This is an optimization exercise on Yosys and OpenROAD, whose aim is small area, a short achievable clock period and few clock cycles, not a production implementation. At most, simulation tests tie the RTL to the original design; equivalence was not proved. For runs 3 and 4, only the layout was checked, not whether the RTL still works.

==> flow/design.v (outline; a module is shown in full before it is edited, if it fits) <==
// module prefix_net: 29 lines
// module complex_adder: 17 lines
// module exact_addsub: 16 lines
// module complex_subtractor: 24 lines
// module complex_multiplier: 4886 lines
// module register_bank: 10 lines
// module twiddle_rom_radix2: 55 lines
// module butterfly_radix2: 36 lines
// module butterfly_back: 25 lines
// module control_radix2: 13 lines
// module fft_radix2_top: 39 lines
module fft_radix2_top #(
    parameter WIDTH = 16
)(
    input wire clk,
    input wire rst_n,
    input wire start,
    input wire signed [WIDTH*16-1:0] data_in_real,
    input wire signed [WIDTH*16-1:0] data_in_imag,
    output wire signed [WIDTH*16-1:0] data_out_real,
    output wire signed [WIDTH*16-1:0] data_out_imag,
    output wire done,
    output wire valid
);
  // ...
==> flow/run.sh <==
#!/bin/bash
# synth_recipe.tcl (not shown) runs the flow's synth.tcl, then flattens the netlist and writes it again
# the make line also repeats each setting of config.mk as NAME=value (left out here)
make -C /OpenROAD-flow-scripts/flow DESIGN_CONFIG=/design/flow/config.mk WORK_HOME=/design/flow/orfs CLKGATE_MAP_FILE= SYNTH_SCRIPT=/design/flow/synth_recipe.tcl finish
==> flow/config.mk <==
export PLATFORM = sky130hd
export DESIGN_NAME = fft_radix2_top
export DESIGN_NICKNAME = fft_radix2_top
export VERILOG_FILES = /design/flow/design.v
export SDC_FILE = /design/flow/constraint.sdc
export NUM_CORES = 8
export LEC_CHECK = 0
export CAP_MARGIN = 20
export CORE_MARGIN = 2
export CORE_UTILIZATION = 40
export SETUP_SLACK_MARGIN = 3
export SLEW_MARGIN = 20
==> flow/constraint.sdc <==
create_clock -name core_clock -period 20.0 [get_ports {clk}]
set_input_delay 4.0000 -clock core_clock [delete_from_list [all_inputs] [get_ports {clk}]]
set_output_delay 4.0000 -clock core_clock [all_outputs]
set_load 0.01 [all_outputs]
==> results_dict.tcl, run 1 <==
set metrics [dict create \
    synth-compound-area-share_pct 21.1 \
    utilization_pct 45.8 \
    wl_met2_mm 316 \
    synth_edf_count 0 \
    grt-ovfl-total 0 \
    diodes 148 \
    critPathLaunch "data_in_imag[146]" \
    nFlopsAndLatches 517 \
    grt_usage_pct 31.5 \
    path_delay_family "compound AO/OA/AOI/OAI gates" \
    vias 161000 \
    status "timing/DRC/antenna clean" \
    placedCellCount 28800 \
    worst_path_max_delay_cell "fa_2" \
    die_h_um 664 \
    crit_required_ns 20.64 \
    synthSimpleGateAreaFrac_pct 13.2 \
    postLayoutCellArea_um2 199000 \
    ant_nets 0 \
    yosys.cell_types.count 123 \
    seq_area_um2 10400 \
    endpoint "mid.q[356]" \
    synth_area_um2 174000 \
    grt_max_degree 31 \
    slew_violations 0 \
    detail_route.wirelength.met1_mm 313 \
    path_buf_inv 6 \
    synthMuxAreaShare_pct 0.292 \
]
Testbench counts, summed over its fixed seeds: cycles 384.
==> run 2, diff against run 1 <==
--- a/flow/config.mk
+++ b/flow/config.mk
@@ -9,4 +9,3 @@
 export CORE_MARGIN = 2
 export CORE_UTILIZATION = 40
-export SETUP_SLACK_MARGIN = 3
 export SLEW_MARGIN = 20
==> results_dict.tcl, run 2 <==
set metrics [dict create \
    status "timing/DRC/antenna clean" \
    rsz0062_at_grt "no" \
    first_pass_iters 8 \
    place_congestion 1.06 \
    hold_path.class "primary input to asynchronous set/reset pin" \
    cts_htree_levels 3 \
    drv_cap 0 \
    fin_crit_ns 18.95 \
    yosys.cell_types.count 123 \
    synthSimpleGateAreaFrac_pct 13.2 \
    post_cts_buffers 0 \
    crit_required_ns 20.67 \
    synthFlopType "dfxtp_1" \
    rows 242 \
    synth_area_um2 174000 \
    dieArea_um2 441000 \
    critPathCaptureType "flop" \
    cts_inserted_buffers 76 \
    die_w_um 664 \
    fin_crit_sh_pct 94.8 \
    ys_ff_latch 517 \
    postCtsHoldBufs 0 \
    grt_pass1_wl_mm 1030 \
    initial_core_util_pct 40.1 \
    netlist_instances 22300 \
    slowest_delay_ns 0.60 \
    synth_area_leaders "ha_1 23%, fa_1 17%, inv_1 8.0%" \
    synth_xor_area_share_pct 9.85 \
    wl_mm 725 \
    ys_seq_area_share_pct 5.94 \
    viasPerCell 5.49 \
    grt_antenna_before_repair 144 \
    tritoncts "built" \
    reg.largest.list "mid.q x516, ctrl.done x1" \
    largest_register_ffs 516 \
    layout_common_cells "3699 x inv_1, 3236 x ha_1, 1834 x a21oi_1" \
    drc 0 \
    synth_area_per_cell_um2 7.80 \
    cts_buffer_depth 4 \
    tightest_slew_ns 1.36 \
    max_slew_margin_pct 8.74 \
    syn_to_final_growth_pct 11.6 \
    layout_commonest_cell "inv_1" \
    pin_count 1029 \
    path_common_cell "o21bai_1" \
    dp_slack_ns 0.572 \
    async_reset_ff_share_pct 0.193 \
    synth_top_family_by_area "adder cells" \
    critical_path_class "primary input to flop" \
    grt_pass1_vias 151000 \
    yosysWarnings 5 \
    ant_nets 0 \
    synth_edf_count 0 \
    drive_gt1_share_pct 3.30 \
    worst_path_max_delay_cell "fa_1" \
    dpl.hpwl_mm 649 \
    synthAdderAreaFrac_pct 40.2 \
    largest-register "mid.q" \
    die_h_um 664 \
    crit_path_start_kind "primary input" \
    clk_pin_slew_ns 0.07 \
    ctsResizeCount 0 \
    synthMuxAreaShare_pct 0.292 \
    synth-compound-area-share_pct 21.1 \
    setup_slack_ns 1.05 \
    grt-ovfl-total 0 \
    wire_per_inst_um 25.0 \
    grt_max_degree 31 \
    fmax_mhz 52.8 \
    finalHoldViolations 0 \
    slew_violations 0 \
    final.setup.tns_ns 0 \
    final_nets 28300 \
    nFillCells 43800 \
    root_buffer "clkbuf_16" \
    port_buffers 1028 \
    yosys.area.top_type "ha_1" \
    cts.sinks 517 \
    drt-initial-drc-count 14300 \
    synthesis.nets 27500 \
    vias 159000 \
    design.core.area_um2 434000 \
    post-synth-top-count-cell "inv_1" \
    worstPathArrival_ns 19.62 \
    setup-violations-final 0 \
    synth_top_area_share_pct 23.2 \
    ys_top_cells_by_count "3699 x inv_1, 3236 x ha_1, 1840 x a21oi_1" \
    grt_usage_pct 31.7 \
    crit_path_max_fanout 8 \
]
==> run 2: cell counts after synthesis <==
No cell type changed its count.
==> run 2: worst max-delay path by stage <==
stage / start / endpoint / slack, ns
finish: data_in_real[48] / mid.q[527] / 1.05
global route: data_in_imag[80] / mid.q[356] / 0.26
CTS: data_in_real[48] / mid.q[527] / 1.38
detailed placement: data_in_real[48] / mid.q[527] / 0.57
global placement: data_in_real[48] / mid.q[527] / 1.0
floorplan: data_in_real[16] / mid.q[356] / 2.80
==> run 2: worst max-delay path, delay by kind of cell <==
family,cells,cell delay (ns)
AO/OA/AOI/OAI,32,7.65
adder cells (fa/ha/maj),10,4.62
buffers and inverters,3,0.91
AND/OR/NAND/NOR,11,2.39
==> run 2: layout make-up <==
class                   instances  area [µm²]  area share (%)
multi-input cells           17500      148000            76.0
inverters                    3725       14000            7.19
repair buffers               1303       12300            6.35
flip-flops and latches        517       10400            5.33
well taps                    5734        7170            3.69
clock buffers                  83        1980            1.02
clock inverters                51         619           0.319
diodes                         98         245           0.126
==> run 2: cell families (layout without fill, tap and decap cells) <==
logic type / after synthesis / after routing
AO/OA/AOI/OAI: 5944 / 5944
AND/OR/NAND/NOR: 4835 / 4835
adder cells (fa/ha/maj): 4729 / 4729
buffers and inverters: 4298 / 5162
XOR/XNOR: 1944 / 1944
flip-flops: 517 / 517
multiplexers: 50 / 50
other: 0 / 98
==> run 2: metrics by stage <==
step,cells,util [%],cell area [µm²],hold WS [ns]
floorplan,22300,-,174000,3.70
finish,29000,44.8,194000,3.37
detailed placement,28800,44.1,192000,4.15
CTS,28900,44.7,194000,3.31
global route,29000,44.8,194000,3.35
global placement,28800,44.1,191000,4.15
==> run 2: routing by layer <==
layer,vias up,GRT usage (%),routed length [µm],share of wire (%)
met1,77200,42.3,314000,43
li1,75900,-,-,-
met2,5340,50.1,320000,44
met5,-,0,315,0.043
met3,915,4.84,52200,7.2
met4,48,15.1,38400,5.3
==> module complex_adder, before the edit <==
module complex_adder #(
    parameter SUB = 0
)(
    input  [15:0] a,
    input  [15:0] b,
    output [15:0] y
);
    wire [15:0] bb = SUB ? ~b : b;
    wire [15:0] g = a & bb;
    wire [15:0] p = a ^ bb;
    wire [15:0] G, P;
    prefix_net #(.N(16)) pn (.g(g), .p(p), .G(G), .P(P));
    wire [15:0] c = SUB ? ({G[14:0], 1'b0} | {P[14:0], 1'b1}) : {G[14:0], 1'b0};
    wire [15:0] s = p ^ c;
    wire ovf = (a[15] == bb[15]) & (s[15] != a[15]);
    assign y = ovf ? {a[15], {15{~a[15]}}} : s;
endmodule
==> module complex_subtractor, before the edit <==
module complex_subtractor #(
    parameter HI = 32766
)(
    input  [15:0] a,
    input  [15:0] b,
    output [15:0] y
);
    wire [15:0] bb = ~b;
    wire [15:0] g = a & bb;
    wire [15:0] p = a ^ bb;
    wire [15:0] G, P;
    prefix_net #(.N(16)) pn (.g(g), .p(p), .G(G), .P(P));
    wire [16:0] c0 = {G, 1'b0};           
    wire [16:0] c1 = {G | P, 1'b1};       
    wire u16 = p[15] ^ c0[16];            
    wire u15 = p[15] ^ c0[15];
    wire t16 = p[15] ^ c1[16];
    wire t15 = p[15] ^ c1[15];
    wire [15:0] c = u16 ? c1[15:0] : c0[15:0];
    wire [15:0] r = p ^ c;
    wire cpos = ~t16 & t15;               
    wire cneg = u16 & ~u15;               
    assign y = cpos ? HI[15:0] : cneg ? 16'h8001 : r;
endmodule
==> module twiddle_rom_radix2, before the edit <==
module twiddle_rom_radix2 #(
    parameter P = 0,
    parameter FRONT = 2,
    parameter PRE = 0
)(
    input  [255:0] vin_real,
    input  [255:0] vin_imag,
    input  [135:0] din_real,
    input  [135:0] din_imag,
    output [255:0] vout_real,
    output [255:0] vout_imag,
    output [135:0] dout_real,
    output [135:0] dout_imag
);
    genvar g;
    generate
        for (g = 0; g < 8; g = g + 1) begin : bf
            localparam integer A = (P == 0) ? g :
                                   (P == 1) ? ((g < 4) ? g : g + 4) :
                                   (P == 2) ? ((g % 2) + 4 * (g / 2)) : 2 * g;
            localparam integer B = A + ((P == 0) ? 8 : (P == 1) ? 4 : (P == 2) ? 2 : 1);
            localparam integer K = (P == 0) ? g :
                                   (P == 1) ? 2 * (g % 4) :
                                   (P == 2) ? ((g % 2) ? 4 : 0) : 0;
            if (FRONT == 0) begin : back
                assign vout_real[16*g +: 16] = vin_real[16*g +: 16];
                assign vout_imag[16*g +: 16] = vin_imag[16*g +: 16];
                butterfly_back #(.K(K), .PRE(PRE)) u (
                    .d_real(din_real[17*g +: 17]), .d_imag(din_imag[17*g +: 17]),
                    .y1_real(vout_real[16*(g+8) +: 16]), .y1_imag(vout_imag[16*(g+8) +: 16]));
                assign dout_real[17*g +: 17] = 17'd0;
                assign dout_imag[17*g +: 17] = 17'd0;
            end else begin : front
                wire [16:0] dr, di;
                butterfly_radix2 #(.K(K), .PRE(PRE)) u (
                    .x0_real(vin_real[16*A +: 16]), .x0_imag(vin_imag[16*A +: 16]),
                    .x1_real(vin_real[16*B +: 16]), .x1_imag(vin_imag[16*B +: 16]),
                    .y0_real(vout_real[16*g +: 16]), .y0_imag(vout_imag[16*g +: 16]),
                    .d_real(dr), .d_imag(di));
                if (FRONT == 1) begin : only
                    assign vout_real[16*(g+8) +: 16] = 16'd0;
                    assign vout_imag[16*(g+8) +: 16] = 16'd0;
                    assign dout_real[17*g +: 17] = dr;
                    assign dout_imag[17*g +: 17] = di;
                end else begin : both
                    butterfly_back #(.K(K), .PRE(PRE)) ub (
                        .d_real(dr), .d_imag(di),
                        .y1_real(vout_real[16*(g+8) +: 16]), .y1_imag(vout_imag[16*(g+8) +: 16]));
                    assign dout_real[17*g +: 17] = 17'd0;
                    assign dout_imag[17*g +: 17] = 17'd0;
                end
            end
        end
    endgenerate
endmodule
==> module butterfly_radix2, before the edit <==
module butterfly_radix2 #(
    parameter K = 0,
    parameter PRE = 0
)(
    input  [15:0] x0_real,
    input  [15:0] x0_imag,
    input  [15:0] x1_real,
    input  [15:0] x1_imag,
    output [15:0] y0_real,
    output [15:0] y0_imag,
    output [16:0] d_real,
    output [16:0] d_imag
);
    complex_adder #(.SUB(0)) add_r (.a(x0_real), .b(x1_real), .y(y0_real));
    complex_adder #(.SUB(0)) add_i (.a(x0_imag), .b(x1_imag), .y(y0_imag));
    wire [15:0] dr, di;
    generate
        if (K == 0) begin : k0
            complex_subtractor #(.HI(32766)) sr (.a(x0_real), .b(x1_real), .y(dr));
            complex_subtractor #(.HI(32766)) si (.a(x0_imag), .b(x1_imag), .y(di));
        end else if (K == 4) begin : k4
            complex_subtractor #(.HI(32766)) sr (.a(x0_imag), .b(x1_imag), .y(dr));
            complex_subtractor #(.HI(32767)) si (.a(x1_real), .b(x0_real), .y(di));
        end else begin : kx
            complex_adder #(.SUB(1)) sr (.a(x0_real), .b(x1_real), .y(dr));
            complex_adder #(.SUB(1)) si (.a(x0_imag), .b(x1_imag), .y(di));
        end
        if ((K == 2 || K == 6) && PRE) begin : pre
            exact_addsub #(.SUB(0)) ps (.a(dr), .b(di), .y(d_real));
            exact_addsub #(.SUB(1)) pt (.a(di), .b(dr), .y(d_imag));
        end else begin : nopre
            assign d_real = {dr[15], dr};
            assign d_imag = {di[15], di};
        end
    endgenerate
endmodule
==> run 3, diff against run 2 <==
--- a/flow/design.v
+++ b/flow/design.v
@@ -29,5 +29,6 @@
 endmodule
 module complex_adder #(
-    parameter SUB = 0
+    parameter SUB = 0,
+    parameter FAST = 1
 )(
     input  [15:0] a,
@@ -36,10 +37,23 @@
 );
     wire [15:0] bb = SUB ? ~b : b;
-    wire [15:0] g = a & bb;
-    wire [15:0] p = a ^ bb;
-    wire [15:0] G, P;
-    prefix_net #(.N(16)) pn (.g(g), .p(p), .G(G), .P(P));
-    wire [15:0] c = SUB ? ({G[14:0], 1'b0} | {P[14:0], 1'b1}) : {G[14:0], 1'b0};
-    wire [15:0] s = p ^ c;
+    wire [15:0] s;
+    genvar i;
+    generate
+        if (FAST) begin : pf
+            wire [15:0] g = a & bb;
+            wire [15:0] p = a ^ bb;
+            wire [15:0] G, P;
+            prefix_net #(.N(16)) pn (.g(g), .p(p), .G(G), .P(P));
+            wire [15:0] c = SUB ? ({G[14:0], 1'b0} | {P[14:0], 1'b1}) : {G[14:0], 1'b0};
+            assign s = p ^ c;
+        end else begin : rc
+            wire [16:0] c;
+            assign c[0] = SUB ? 1'b1 : 1'b0;
+            for (i = 0; i < 16; i = i + 1) begin : fa
+                assign s[i] = a[i] ^ bb[i] ^ c[i];
+                assign c[i+1] = (a[i] & bb[i]) | (a[i] & c[i]) | (bb[i] & c[i]);
+            end
+        end
+    endgenerate
     wire ovf = (a[15] == bb[15]) & (s[15] != a[15]);
     assign y = ovf ? {a[15], {15{~a[15]}}} : s;
@@ -62,5 +76,6 @@
 endmodule
 module complex_subtractor #(
-    parameter HI = 32766
+    parameter HI = 32766,
+    parameter FAST = 1
 )(
     input  [15:0] a,
@@ -69,18 +84,42 @@
 );
     wire [15:0] bb = ~b;
-    wire [15:0] g = a & bb;
-    wire [15:0] p = a ^ bb;
-    wire [15:0] G, P;
-    prefix_net #(.N(16)) pn (.g(g), .p(p), .G(G), .P(P));
-    wire [16:0] c0 = {G, 1'b0};           
-    wire [16:0] c1 = {G | P, 1'b1};       
-    wire u16 = p[15] ^ c0[16];            
-    wire u15 = p[15] ^ c0[15];
-    wire t16 = p[15] ^ c1[16];
-    wire t15 = p[15] ^ c1[15];
-    wire [15:0] c = u16 ? c1[15:0] : c0[15:0];
-    wire [15:0] r = p ^ c;
-    wire cpos = ~t16 & t15;               
-    wire cneg = u16 & ~u15;               
+    wire [15:0] r;
+    wire cpos, cneg;
+    genvar i;
+    generate
+        if (FAST) begin : pf
+            wire [15:0] g = a & bb;
+            wire [15:0] p = a ^ bb;
+            wire [15:0] G, P;
+            prefix_net #(.N(16)) pn (.g(g), .p(p), .G(G), .P(P));
+            wire [16:0] c0 = {G, 1'b0};           
+            wire [16:0] c1 = {G | P, 1'b1};       
+            wire u16 = p[15] ^ c0[16];            
+            wire u15 = p[15] ^ c0[15];
+            wire t16 = p[15] ^ c1[16];
+            wire t15 = p[15] ^ c1[15];
+            wire [15:0] c = u16 ? c1[15:0] : c0[15:0];
+            assign r = p ^ c;
+            assign cpos = ~t16 & t15;             
+            assign cneg = u16 & ~u15;             
+        end else begin : rc
+            wire [16:0] c;
+            wire [15:0] u;
+            assign c[0] = 1'b0;
+            for (i = 0; i < 16; i = i + 1) begin : fa
+                assign u[i] = a[i] ^ bb[i] ^ c[i];
+                assign c[i+1] = (a[i] & bb[i]) | (a[i] & c[i]) | (bb[i] & c[i]);
+            end
+            wire u16 = a[15] ^ bb[15] ^ c[16];    
+            wire [15:0] ones;                     
+            assign ones[0] = 1'b1;
+            for (i = 1; i < 16; i = i + 1) begin : an
+                assign ones[i] = ones[i-1] & u[i-1];
+            end
+            assign r = u ^ (ones & {16{u16}});
+            assign cpos = ~u16 & (u[15] | (&u[14:0]));    
+            assign cneg = u16 & ~u[15];                   
+        end
+    endgenerate
     assign y = cpos ? HI[15:0] : cneg ? 16'h8001 : r;
 endmodule
@@ -5005,4 +5044,7 @@
                                    (P == 1) ? 2 * (g % 4) :
                                    (P == 2) ? ((g % 2) ? 4 : 0) : 0;
+            localparam integer FY = !((P == 0 && g % 2 == 0) || (P == 1 && g == 4) ||
+                                      (P == 2 && g != 5 && g != 7));
+            localparam integer FD = !((P == 1 && g == 4) || (P == 2 && g != 5 && g != 7));
             if (FRONT == 0) begin : back
                 assign vout_real[16*g +: 16] = vin_real[16*g +: 16];
@@ -5015,5 +5057,5 @@
             end else begin : front
                 wire [16:0] dr, di;
-                butterfly_radix2 #(.K(K), .PRE(PRE)) u (
+                butterfly_radix2 #(.K(K), .PRE(PRE), .FAST_Y0(FY), .FAST_D(FD)) u (
                     .x0_real(vin_real[16*A +: 16]), .x0_imag(vin_imag[16*A +: 16]),
                     .x1_real(vin_real[16*B +: 16]), .x1_imag(vin_imag[16*B +: 16]),
@@ -5038,5 +5080,7 @@
 module butterfly_radix2 #(
     parameter K = 0,
-    parameter PRE = 0
+    parameter PRE = 0,
+    parameter FAST_Y0 = 1,      
+    parameter FAST_D = 1        
 )(
     input  [15:0] x0_real,
@@ -5049,17 +5093,17 @@
     output [16:0] d_imag
 );
-    complex_adder #(.SUB(0)) add_r (.a(x0_real), .b(x1_real), .y(y0_real));
-    complex_adder #(.SUB(0)) add_i (.a(x0_imag), .b(x1_imag), .y(y0_imag));
+    complex_adder #(.SUB(0), .FAST(FAST_Y0)) add_r (.a(x0_real), .b(x1_real), .y(y0_real));
+    complex_adder #(.SUB(0), .FAST(FAST_Y0)) add_i (.a(x0_imag), .b(x1_imag), .y(y0_imag));
     wire [15:0] dr, di;
     generate
         if (K == 0) begin : k0
-            complex_subtractor #(.HI(32766)) sr (.a(x0_real), .b(x1_real), .y(dr));
-            complex_subtractor #(.HI(32766)) si (.a(x0_imag), .b(x1_imag), .y(di));
+            complex_subtractor #(.HI(32766), .FAST(FAST_D)) sr (.a(x0_real), .b(x1_real), .y(dr));
+            complex_subtractor #(.HI(32766), .FAST(FAST_D)) si (.a(x0_imag), .b(x1_imag), .y(di));
         end else if (K == 4) begin : k4
-            complex_subtractor #(.HI(32766)) sr (.a(x0_imag), .b(x1_imag), .y(dr));
-            complex_subtractor #(.HI(32767)) si (.a(x1_real), .b(x0_real), .y(di));
+            complex_subtractor #(.HI(32766), .FAST(FAST_D)) sr (.a(x0_imag), .b(x1_imag), .y(dr));
+            complex_subtractor #(.HI(32767), .FAST(FAST_D)) si (.a(x1_real), .b(x0_real), .y(di));
         end else begin : kx
-            complex_adder #(.SUB(1)) sr (.a(x0_real), .b(x1_real), .y(dr));
-            complex_adder #(.SUB(1)) si (.a(x0_imag), .b(x1_imag), .y(di));
+            complex_adder #(.SUB(1), .FAST(FAST_D)) sr (.a(x0_real), .b(x1_real), .y(dr));
+            complex_adder #(.SUB(1), .FAST(FAST_D)) si (.a(x0_imag), .b(x1_imag), .y(di));
         end
         if ((K == 2 || K == 6) && PRE) begin : pre
--- a/flow/config.mk
+++ b/flow/config.mk
@@ -9,3 +9,4 @@
 export CORE_MARGIN = 2
 export CORE_UTILIZATION = 40
+export SETUP_SLACK_MARGIN = 5
 export SLEW_MARGIN = 20
==> results_dict.tcl, run 3 <==
set metrics [dict create \
    status "failed layout checks" \
    failed_checks "max-capacitance violations, max-slew violations" \
    yosys.area.top_type "fa_1" \
    cts.sinks 517 \
    grt_pass1_wl_mm 938 \
    place_congestion 1.04 \
    grt-ovfl-total 0 \
    drc 0 \
    drive_gt1_share_pct 18.5 \
    netlist_instances 19900 \
    grt_busiest_layer "met2" \
    drt-initial-drc-count 11100 \
    wl_mm 653 \
    die_h_um 643 \
    fin_crit_ns 15.84 \
    slew_violations 11 \
    crit_required_ns 20.58 \
    dieArea_um2 414000 \
    synth_top_area_share_pct 25.4 \
    viasPerCell 5.33 \
    synthFlopType "dfxtp_1" \
    postCtsHoldBufs 0 \
    port_buffers 1028 \
    cts_htree_levels 3 \
    path_delay_family "compound AO/OA/AOI/OAI gates" \
    path_common_cell "buf_4" \
    ant_nets 0 \
    rsz0062_at_grt "yes" \
    syn_to_final_growth_pct 26.5 \
    grt_usage_pct 30.3 \
    clk_pin_slew_ns 0.08 \
    final_nets 27300 \
    use_met3_pct 4.07 \
    hold_path.class "primary input to asynchronous set/reset pin" \
    grt_max_degree 33 \
    grt_use_met1_pct 40.4 \
    crit_path_max_fanout 5 \
    grt_antenna_before_repair 62 \
    worst_hold_slack_ns 3.39 \
    ys_seq_area_share_pct 6.33 \
    critPathCaptureType "flop" \
    synth_edf_count 0 \
    vias 147000 \
    initial_core_util_pct 40.2 \
    synth_area_leaders "fa_1 25%, ha_1 20%, inv_1 9.4%" \
    cts_buffer_depth 3 \
    wire_per_inst_um 23.7 \
    ys_ff_latch 517 \
    tightest_slew_ns 1.59 \
    async_reset_ff_share_pct 0.193 \
    layout_commonest_cell "inv_1" \
    ys_top_cells_by_count "4117 x inv_1, 2654 x ha_1, 2078 x fa_1" \
    root_buffer "clkbuf_16" \
    dpl.hpwl_mm 559 \
    first_pass_iters 11 \
    grt_pass1_vias 144000 \
    critical_path_class "primary input to flop" \
    yosys.cell_types.count 96 \
    die_w_um 643 \
    slowest_delay_ns 0.56 \
    drv_cap 1 \
    synth_area_per_cell_um2 8.21 \
    worstPathArrival_ns 16.42 \
    largest-register "mid.q" \
    path_buf_inv 20 \
    tritoncts "built" \
    final.setup.tns_ns 0 \
    fin_crit_sh_pct 79.2 \
    largest_register_ffs 516 \
    setup-violations-final 0 \
    synthesis.nets 25200 \
    layout_common_cells "3967 x inv_1, 2424 x ha_1, 1883 x fa_1" \
    yosysWarnings 5 \
    rows 234 \
    max_slew_margin_pct -6.76 \
    fmax_mhz 63.1 \
    worst_path_max_delay_cell "fa_1" \
    reg.largest.list "mid.q x516, ctrl.done x1" \
    crit_path_start_kind "primary input" \
    synth_area_um2 164000 \
    post-synth-top-count-cell "inv_1" \
    use_met2_pct 47.9 \
    cts_inserted_buffers 66 \
    design.core.area_um2 407000 \
    finalHoldViolations 0 \
    pin_count 1029 \
]
run 3: changes by cell type after synthesis, sizes merged, moves of 98 or more:
| cell | delta |
|---|---|
| o21bai | -116 |
| nand2 | -330 |
| xor2 | -144 |
| xnor2 | -206 |
| fa | +619 |
| inv | +403 |
| o21ai | -118 |
| nor2 | -397 |
| a21oi | -301 |
| a21o | -115 |
| ha | -582 |
| nor3 | -98 |
| or3 | -103 |
run 3: path summary, 6_finish.rpt:
path	from	endpoint	cells after the start
worst max-delay path	data_in_real[181]	mid.q[527]	64
max in group asynchronous	rst_n	ctrl.done	1
worst min-delay path	rst_n	ctrl.done	1
min in group core_clock	start	ctrl.done	1
run 3: stage by stage:
stage	cell area [µm²]	std cells	setup WS, ns	util [%]
2_1_floorplan	165000	19900	3.72	-
3_3_place_gp	181000	26100	1.08	44.6
3_5_place_dp	181000	26100	0.906	44.6
4_1_cts	198000	27000	4.07	48.6
5_1_grt	207000	27500	3.68	50.8
6_report	207000	27600	4.16	50.9
run 3: logic make-up (layout without fill, tap and decap cells):
| group | after synthesis | in the layout | share of synthesized area [%] |
|---|---|---|---|
| XOR/XNOR | 1589 | 1589 | 8.51 |
| flip-flops | 517 | 517 | 6.33 |
| AND/OR/NAND/NOR | 3578 | 3599 | 10.5 |
| buffers and inverters | 4588 | 6687 | 10.6 |
| adder cells (fa/ha/maj) | 4738 | 4738 | 45.8 |
| other | 0 | 74 | 0 |
| multiplexers | 18 | 18 | 0.112 |
| AO/OA/AOI/OAI | 4905 | 4910 | 18.2 |
run 3: area by class of cell:
class | count | area [µm²]
Fill cell | 38300 | 200000
Multi-Input combinational cell | 14900 | 150000
Timing Repair Buffer | 2450 | 21800
Inverter | 4120 | 15700
Sequential cell | 517 | 10400
Tap cell | 5428 | 6790
Clock buffer | 84 | 1820
Clock inverter | 33 | 409
Antenna cell | 74 | 185
run 3: what timing repair did:
action | in CTS | in global routing
gates cloned | 22 | 11
pin swaps | 613 | 740
gates resized for setup | 2295 | 1726
buffers inserted | 789 | 464
setup endpoints to repair | 704 | 748
run 3: per-layer routing:
| layer | vias to the layer above | share of wire [%] |
|---|---|---|
| met1 | 72300 | 43 |
| li1 | 68800 | - |
| met4 | 24 | 6.3 |
| met3 | 997 | 6.6 |
| met2 | 4814 | 45 |
| met5 | - | 0.027 |
==> run 4, diff against run 3 <==
--- a/flow/config.mk
+++ b/flow/config.mk
@@ -6,4 +6,5 @@
 export NUM_CORES = 8
 export LEC_CHECK = 0
+export ABC_AREA = 1
 export CAP_MARGIN = 20
 export CORE_MARGIN = 2
==> results_dict.tcl, run 4 <==
set metrics [dict create \
    status "timing/DRC/antenna clean" \
    worst_hold_slack_ns 3.42 \
    die_h_um 667 \
    postLayoutCellArea_um2 213000 \
    synth_area_leaders "fa_1 24%, ha_1 19%, inv_1 13%" \
    ys_ff_latch 517 \
    tritoncts "built" \
    place_congestion 1.09 \
    path_buf_inv 8 \
    wire_per_inst_um 22.1 \
    setup-violations-final 0 \
    rsz0062_at_grt "yes" \
    wl_mm 733 \
    cts_htree_levels 3 \
    grt_max_degree 31 \
    drive_gt1_share_pct 11.4 \
    tightest_slew_ns 1.28 \
    crit_required_ns 16.00 \
    grt-ovfl-total 0 \
    final.setup.tns_ns 0 \
    vias 170000 \
    fin_crit_ns 14.91 \
    ant_nets 0 \
    die_w_um 667 \
    async_reset_ff_share_pct 0.193 \
    nFillCells 44300 \
    dpl.hpwl_mm 644 \
    fmax_mhz 67.1 \
    grt_pass1_wl_mm 1050 \
    synth_top_area_share_pct 23.6 \
    worstPathArrival_ns 10.91 \
    grt_usage_pct 31.8 \
    path_delay_family "adder cells" \
    viasPerCell 5.13 \
    ys_top_cells_by_count "6131 x inv_1, 5455 x nand2_1, 2654 x ha_1" \
    layout_common_cells "5930 x inv_1, 5235 x nand2_1, 2475 x ha_1" \
    fin_crit_sh_pct 74.6 \
    port_buffers 1028 \
    synth_area_um2 176000 \
    drt-initial-drc-count 13600 \
    synth_area_per_cell_um2 6.93 \
    reg.largest.list "mid.q x516, ctrl.done x1" \
    syn_to_final_growth_pct 20.7 \
    yosys.area.top_type "fa_1" \
    dieArea_um2 445000 \
    path_common_cell "fa_1" \
    initial_core_util_pct 40.2 \
    drc 0 \
    grt_pass1_vias 162000 \
    ys_seq_area_share_pct 5.88 \
    crit_path_start_kind "flop" \
    grt_antenna_before_repair 122 \
    max_slew_margin_pct 14.4 \
    drv_cap 0 \
    root_buffer "clkbuf_16" \
    place_area_um2 193000 \
    finalHoldViolations 0 \
    worst_path_max_delay_cell "clkdlybuf4s50_1" \
    yosysWarnings 5 \
    synthFlopType "dfxtp_1" \
    design.core.area_um2 438000 \
    clk_pin_slew_ns 0.08 \
    largest-register "mid.q" \
    cts_buffer_depth 3 \
    slew_violations 0 \
    hold_path.class "primary input to asynchronous set/reset pin" \
    rows 243 \
    post-synth-top-count-cell "inv_1" \
    cts_inserted_buffers 69 \
    layout_commonest_cell "inv_1" \
    final_nets 32300 \
    slowest_delay_ns 0.64 \
    postCtsHoldBufs 0 \
    largest_register_ffs 516 \
    crit_path_max_fanout 8 \
    pin_count 1029 \
    synth_edf_count 0 \
    first_pass_iters 9 \
    netlist_instances 25400 \
    utilization_pct 48.5 \
    critical_path_class "flop to output pin" \
    synthesis.nets 30700 \
    critPathCaptureType "output pin" \
    cts.sinks 517 \
    yosys.cell_types.count 82 \
]
-- run 4: cells by family after synthesis --
family          count (synthesis)  synth area share [%]
buf+inv                      6604                  14.3
compound gates               3580                  11.6
xor+xnor                      808                  4.02
fa+ha+maj                    4733                  42.5
flops                         517                  5.88
mux                             1               0.00640
simple gates                 9171                  21.8
-- run 4: area by class of cell --
class | count | area (µm²) | area share, %
Timing Repair Buffer | 1963 | 18300 | 8.59
Sequential cell | 517 | 10400 | 4.90
Antenna cell | 127 | 318 | 0.150
Tap cell | 5880 | 7360 | 3.46
Clock inverter | 44 | 593 | 0.279
Multi-Input combinational cell | 18300 | 150000 | 70.5
Clock buffer | 83 | 1860 | 0.875
Timing Repair inverter | 3 | 21.3 | 0.0100
Inverter | 6228 | 23900 | 11.2
-- run 4: stage by stage --
stage / std cells / worst slack [ns]
final: 33200 / 5.09
after global routing: 33100 / 4.70
after CTS: 32500 / 4.90
after detailed placement: 32000 / 2.08
after global placement: 32000 / 2.24
after floorplan: 25400 / 5.01
-- run 4: worst paths after layout --
| path | startpoint | to | cells after the start | slack (ns) |
|---|---|---|---|---|
| max | mid.q[48] | data_out_real[142] | 41 | 5.09 |
| min | rst_n | ctrl.done | 1 | 3.42 |
| min in group core_clock | start | ctrl.done | 1 | 3.72 |
| max in group asynchronous | rst_n | ctrl.done | 1 | 16.49 |
-- run 4: timing repair --
action,4_1_cts,5_1_grt
gates resized for setup,975,1739
pin swaps,116,378
buffers inserted,277,553
endpoints found under the setup margin,626,659
gates cloned,5,19
-- run 4: per-layer routing --
layer,wire [µm],global-route usage (%)
met5,329,0
met3,54600,6.00
met1,310000,41.5
met4,42400,15.3
met2,325000,50.6
==> module fft_radix2_top, before the edit <==
module fft_radix2_top #(
    parameter WIDTH = 16
)(
    input wire clk,
    input wire rst_n,
    input wire start,
    input wire signed [WIDTH*16-1:0] data_in_real,
    input wire signed [WIDTH*16-1:0] data_in_imag,
    output wire signed [WIDTH*16-1:0] data_out_real,
    output wire signed [WIDTH*16-1:0] data_out_imag,
    output wire done,
    output wire valid
);
    localparam PRE = 1;    
    control_radix2 ctrl (.clk(clk), .rst_n(rst_n), .start(start), .done(done));
    assign valid = done;
    wire [255:0] p0r, p0i, f1r, f1i, b1r, b1i, p2r, p2i;
    wire [135:0] d1r, d1i, nr, ni;
    wire [127:0] qr, qi;
    wire [135:0] er, ei;
    twiddle_rom_radix2 #(.P(0), .FRONT(2)) pass0 (
        .vin_real(data_in_real), .vin_imag(data_in_imag), .din_real(136'd0), .din_imag(136'd0),
        .vout_real(p0r), .vout_imag(p0i), .dout_real(nr), .dout_imag(ni));
    twiddle_rom_radix2 #(.P(1), .FRONT(1), .PRE(PRE)) pass1f (
        .vin_real(p0r), .vin_imag(p0i), .din_real(136'd0), .din_imag(136'd0),
        .vout_real(f1r), .vout_imag(f1i), .dout_real(d1r), .dout_imag(d1i));
    register_bank #(.W(528)) mid (.clk(clk),
        .d({d1i, d1r, f1i[127:0], f1r[127:0]}),
        .q({ei, er, qi, qr}));
    twiddle_rom_radix2 #(.P(1), .FRONT(0), .PRE(PRE)) pass1b (
        .vin_real({128'd0, qr}), .vin_imag({128'd0, qi}), .din_real(er), .din_imag(ei),
        .vout_real(b1r), .vout_imag(b1i), .dout_real(), .dout_imag());
    twiddle_rom_radix2 #(.P(2), .FRONT(2)) pass2 (
        .vin_real(b1r), .vin_imag(b1i), .din_real(136'd0), .din_imag(136'd0),
        .vout_real(p2r), .vout_imag(p2i), .dout_real(), .dout_imag());
    twiddle_rom_radix2 #(.P(3), .FRONT(2)) pass3 (
        .vin_real(p2r), .vin_imag(p2i), .din_real(136'd0), .din_imag(136'd0),
        .vout_real(data_out_real), .vout_imag(data_out_imag), .dout_real(), .dout_imag());
endmodule
==> run 5, diff against run 4 <==
--- a/flow/design.v
+++ b/flow/design.v
@@ -122,5 +122,5 @@
         end
     endgenerate
-    assign y = cpos ? HI[15:0] : cneg ? 16'h8001 : r;
+    assign y = (cpos | cneg) ? (cpos ? HI[15:0] : 16'h8001) : r;
 endmodule
 module complex_multiplier #(
@@ -5180,7 +5180,29 @@
         .vin_real(p0r), .vin_imag(p0i), .din_real(136'd0), .din_imag(136'd0),
         .vout_real(f1r), .vout_imag(f1i), .dout_real(d1r), .dout_imag(d1i));
-    register_bank #(.W(528)) mid (.clk(clk),
-        .d({d1i, d1r, f1i[127:0], f1r[127:0]}),
-        .q({ei, er, qi, qr}));
+    localparam LWR = PRE ? 132 : 128;
+    localparam LWI = PRE ? 128 : 128;
+    wire [LWR-1:0] lr, mr;
+    wire [LWI-1:0] li, mi;
+    genvar g;
+    generate
+        for (g = 0; g < 8; g = g + 1) begin : lane
+            if (PRE && (g % 2)) begin : st
+                localparam integer O = 16 * g + g / 2;
+                assign lr[O +: 17] = d1r[17*g +: 17];
+                assign li[16*g +: 16] = d1i[17*g + 1 +: 16];
+                assign er[17*g +: 17] = mr[O +: 17];
+                assign ei[17*g +: 17] = {mi[16*g +: 16], mr[O]};
+            end else begin : dd
+                localparam integer O = PRE ? 16 * g + g / 2 : 16 * g;
+                assign lr[O +: 16] = d1r[17*g +: 16];
+                assign li[16*g +: 16] = d1i[17*g +: 16];
+                assign er[17*g +: 17] = {mr[O+15], mr[O +: 16]};
+                assign ei[17*g +: 17] = {mi[16*g+15], mi[16*g +: 16]};
+            end
+        end
+    endgenerate
+    register_bank #(.W(256 + LWR + LWI)) mid (.clk(clk),
+        .d({li, lr, f1i[127:0], f1r[127:0]}),
+        .q({mi, mr, qi, qr}));
     twiddle_rom_radix2 #(.P(1), .FRONT(0), .PRE(PRE)) pass1b (
         .vin_real({128'd0, qr}), .vin_imag({128'd0, qi}), .din_real(er), .din_imag(ei),
==> results_dict.tcl, run 5 <==
set metrics [dict create \
    synthFlopType "dfxtp_1" \
    critical_path_class "flop to output pin" \
    first_pass_iters 9 \
    synthSimpleGateAreaFrac_pct 21.9 \
    cts_buffer_depth 3 \
    yosys.area.top_type "fa_1" \
    synth_xor_area_share_pct 4.14 \
    slowest_delay_ns 0.43 \
    dieArea_um2 450000 \
    rsz0062_at_grt "yes" \
    synth_top_area_share_pct 23.4 \
    largest-register "mid.q" \
    yosysWarnings 5 \
    max_slew_margin_pct 10.6 \
    dpl.hpwl_mm 646 \
    pin_count 1029 \
    port_buffers 1028 \
    place_congestion 1.06 \
    rows 244 \
    vias 172000 \
    drive_gt1_share_pct 12.8 \
    status "timing/DRC/antenna clean" \
    crit_required_ns 16.00 \
    path_common_cell "fa_1" \
    drv_cap 0 \
    fmax_mhz 67.3 \
    cts.sinks 517 \
    synth_top_family_by_area "adder cells" \
    synth_area_per_cell_um2 7.00 \
    synth_area_um2 178000 \
    initial_core_util_pct 40.2 \
    largest_register_ffs 516 \
    synth_area_leaders "fa_1 23%, ha_1 19%, inv_1 13%" \
    ys_ff_latch 517 \
    nFillCells 44600 \
    layout_commonest_cell "inv_1" \
    grt_usage_pct 31.6 \
    die_h_um 671 \
    setup_slack_ns 5.15 \
    path_buf_inv 11 \
    synth_edf_count 0 \
    synth-compound-area-share_pct 11.7 \
    dp_slack_ns 2.73 \
    grt_antenna_before_repair 122 \
    synthAdderAreaFrac_pct 42.3 \
    yosys.cell_types.count 87 \
    fin_crit_ns 14.85 \
    design.core.area_um2 442000 \
    cts_htree_levels 3 \
    critPathCaptureType "output pin" \
    viasPerCell 5.17 \
    tightest_slew_ns 1.33 \
    worst_path_max_delay_cell "fa_1" \
    syn_to_final_growth_pct 20.5 \
    setup-violations-final 0 \
    postLayoutCellArea_um2 214000 \
    postCtsHoldBufs 0 \
    root_buffer "clkbuf_16" \
    hold_path.class "primary input to asynchronous set/reset pin" \
    final.setup.tns_ns 0 \
    path_delay_family "adder cells" \
    grt-ovfl-total 0 \
    crit_path_max_fanout 5 \
    grt_pass1_vias 163000 \
    wire_per_inst_um 22.2 \
    grt_pass1_wl_mm 1060 \
    async_reset_ff_share_pct 0.193 \
    clk_pin_slew_ns 0.08 \
    slew_violations 0 \
    wl_mm 739 \
    ant_nets 0 \
    synthMuxAreaShare_pct 0 \
    post-synth-top-count-cell "inv_1" \
    die_w_um 671 \
    worstPathArrival_ns 10.85 \
    cts_inserted_buffers 72 \
    fin_crit_sh_pct 74.3 \
    layout_common_cells "5889 x inv_1, 5092 x nand2_1, 2510 x ha_1" \
    crit_path_start_kind "flop" \
    place_area_um2 194000 \
    reg.largest.list "mid.q x516, ctrl.done x1" \
    grt_max_degree 31 \
    drt-initial-drc-count 14200 \
    finalHoldViolations 0 \
    synthesis.nets 30700 \
    tritoncts "built" \
    ys_top_cells_by_count "6076 x inv_1, 5317 x nand2_1, 2678 x ha_1" \
    netlist_instances 25400 \
    ys_seq_area_share_pct 5.82 \
    drc 0 \
    final_nets 32500 \
    worstSetupPathDepth 42 \
]
==> run 5: cell types whose count changed after synthesis, moves of 70 or more <==
cell / delta
nor2_1: -120
nand3_1: +70
o21ai_0: +181
o21ai_1: -96
nor2_2: +72
nand2_1: -138
==> run 5: cell families after synthesis <==
kind of cell             after synthesis
AND/OR/NAND/NOR                     9119
adder cells (fa/ha/maj)             4760
flip-flops                           517
XOR/XNOR                             840
AO/OA/AOI/OAI                       3653
buffers and inverters               6521
==> run 5: final timing paths <==
path	from	endpoint	slack (ns)
max	mid.q[289]	data_out_real[167]	5.15
min	rst_n	ctrl.done	3.38
max in group asynchronous	rst_n	ctrl.done	16.52
min in group core_clock	start	ctrl.done	3.68
==> run 5: what timing repair did <==
action                                  in CTS  in global routing
resized for setup                         1300               1784
gates cloned                                 9                 20
endpoints found under the setup margin     638                683
buffers inserted                           341                572
pin swaps                                  150                393
==> run 5: layout make-up <==
cell class                      count  area, µm²  share of cell area (%)
Inverter                         6168      23600                    11.0
Timing Repair Buffer             2030      18400                    8.57
Antenna cell                      106        265                   0.124
Clock buffer                       88       1950                   0.911
Multi-Input combinational cell  18400     152000                    70.8
Clock inverter                     42        556                   0.259
Sequential cell                   517      10400                    4.87
Tap cell                         5904       7390                    3.45
Timing Repair inverter              6       40.0                  0.0187
==> run 5: metal layers <==
metal | global-route usage [%] | routed length (µm) | up-vias
met5 | 0.213 | 487 | -
met4 | 15.3 | 43800 | 54
met3 | 5.08 | 53800 | 1118
met2 | 49.6 | 324000 | 5944
met1 | 42.1 | 317000 | 82700
li1 | - | - | 82000
==> run 5: stage by stage <==
| step | instances | util [%] | hold slack (ns) |
|---|---|---|---|
| 6_report | 33300 | 48.5 | 3.38 |
| 2_1_floorplan | 25400 | - | 3.70 |
| 4_1_cts | 32600 | 46.0 | 3.33 |
| 5_1_grt | 33200 | 48.4 | 3.39 |
| 3_3_place_gp | 32100 | 43.9 | 4.15 |
| 3_5_place_dp | 32100 | 43.9 | 4.15 |
Testbench counts of run 5, summed over its fixed seeds: cycles 384.

[port drivers added, routing unchanged]
Ports are ideal in the flow. The routed layouts listed here were re-timed in OpenROAD. Step 1, drivers: a clkbuf_16 drives clk and a buf_2 each remaining input, both assumed. Step 2 also shifts input and output timing later by t, the mid clock arrival at the registers, as if the neighbouring blocks saw the same clock. Slacks: ideal ports / drivers / drivers and shift; pairs: ideal ports / drivers.
run | t, ns | slack for setup (ns) | worst register clock-pin slew, ns | cell pins on the clock port's net
run 1 | 0.822 | 3.428 / 3.443 / 2.706 | 0.08 / 0.08 | 1
run 2 | 0.888 | 1.049 / 1.142 / 0.254 | 0.10 / 0.10 | 1
run 3 | 0.812 | 4.159 / 4.232 / 3.420 | 0.08 / 0.08 | 1
run 4 | 0.824 | 5.088 / 4.972 / 4.544 | 0.08 / 0.08 | 1
run 5 | 0.831 | 5.148 / 5.024 / 4.521 | 0.08 / 0.08 | 1
For run 2, which loses most, drivers alone change the setup slack by +0.093 ns; drivers and shift together by -0.795 ns.
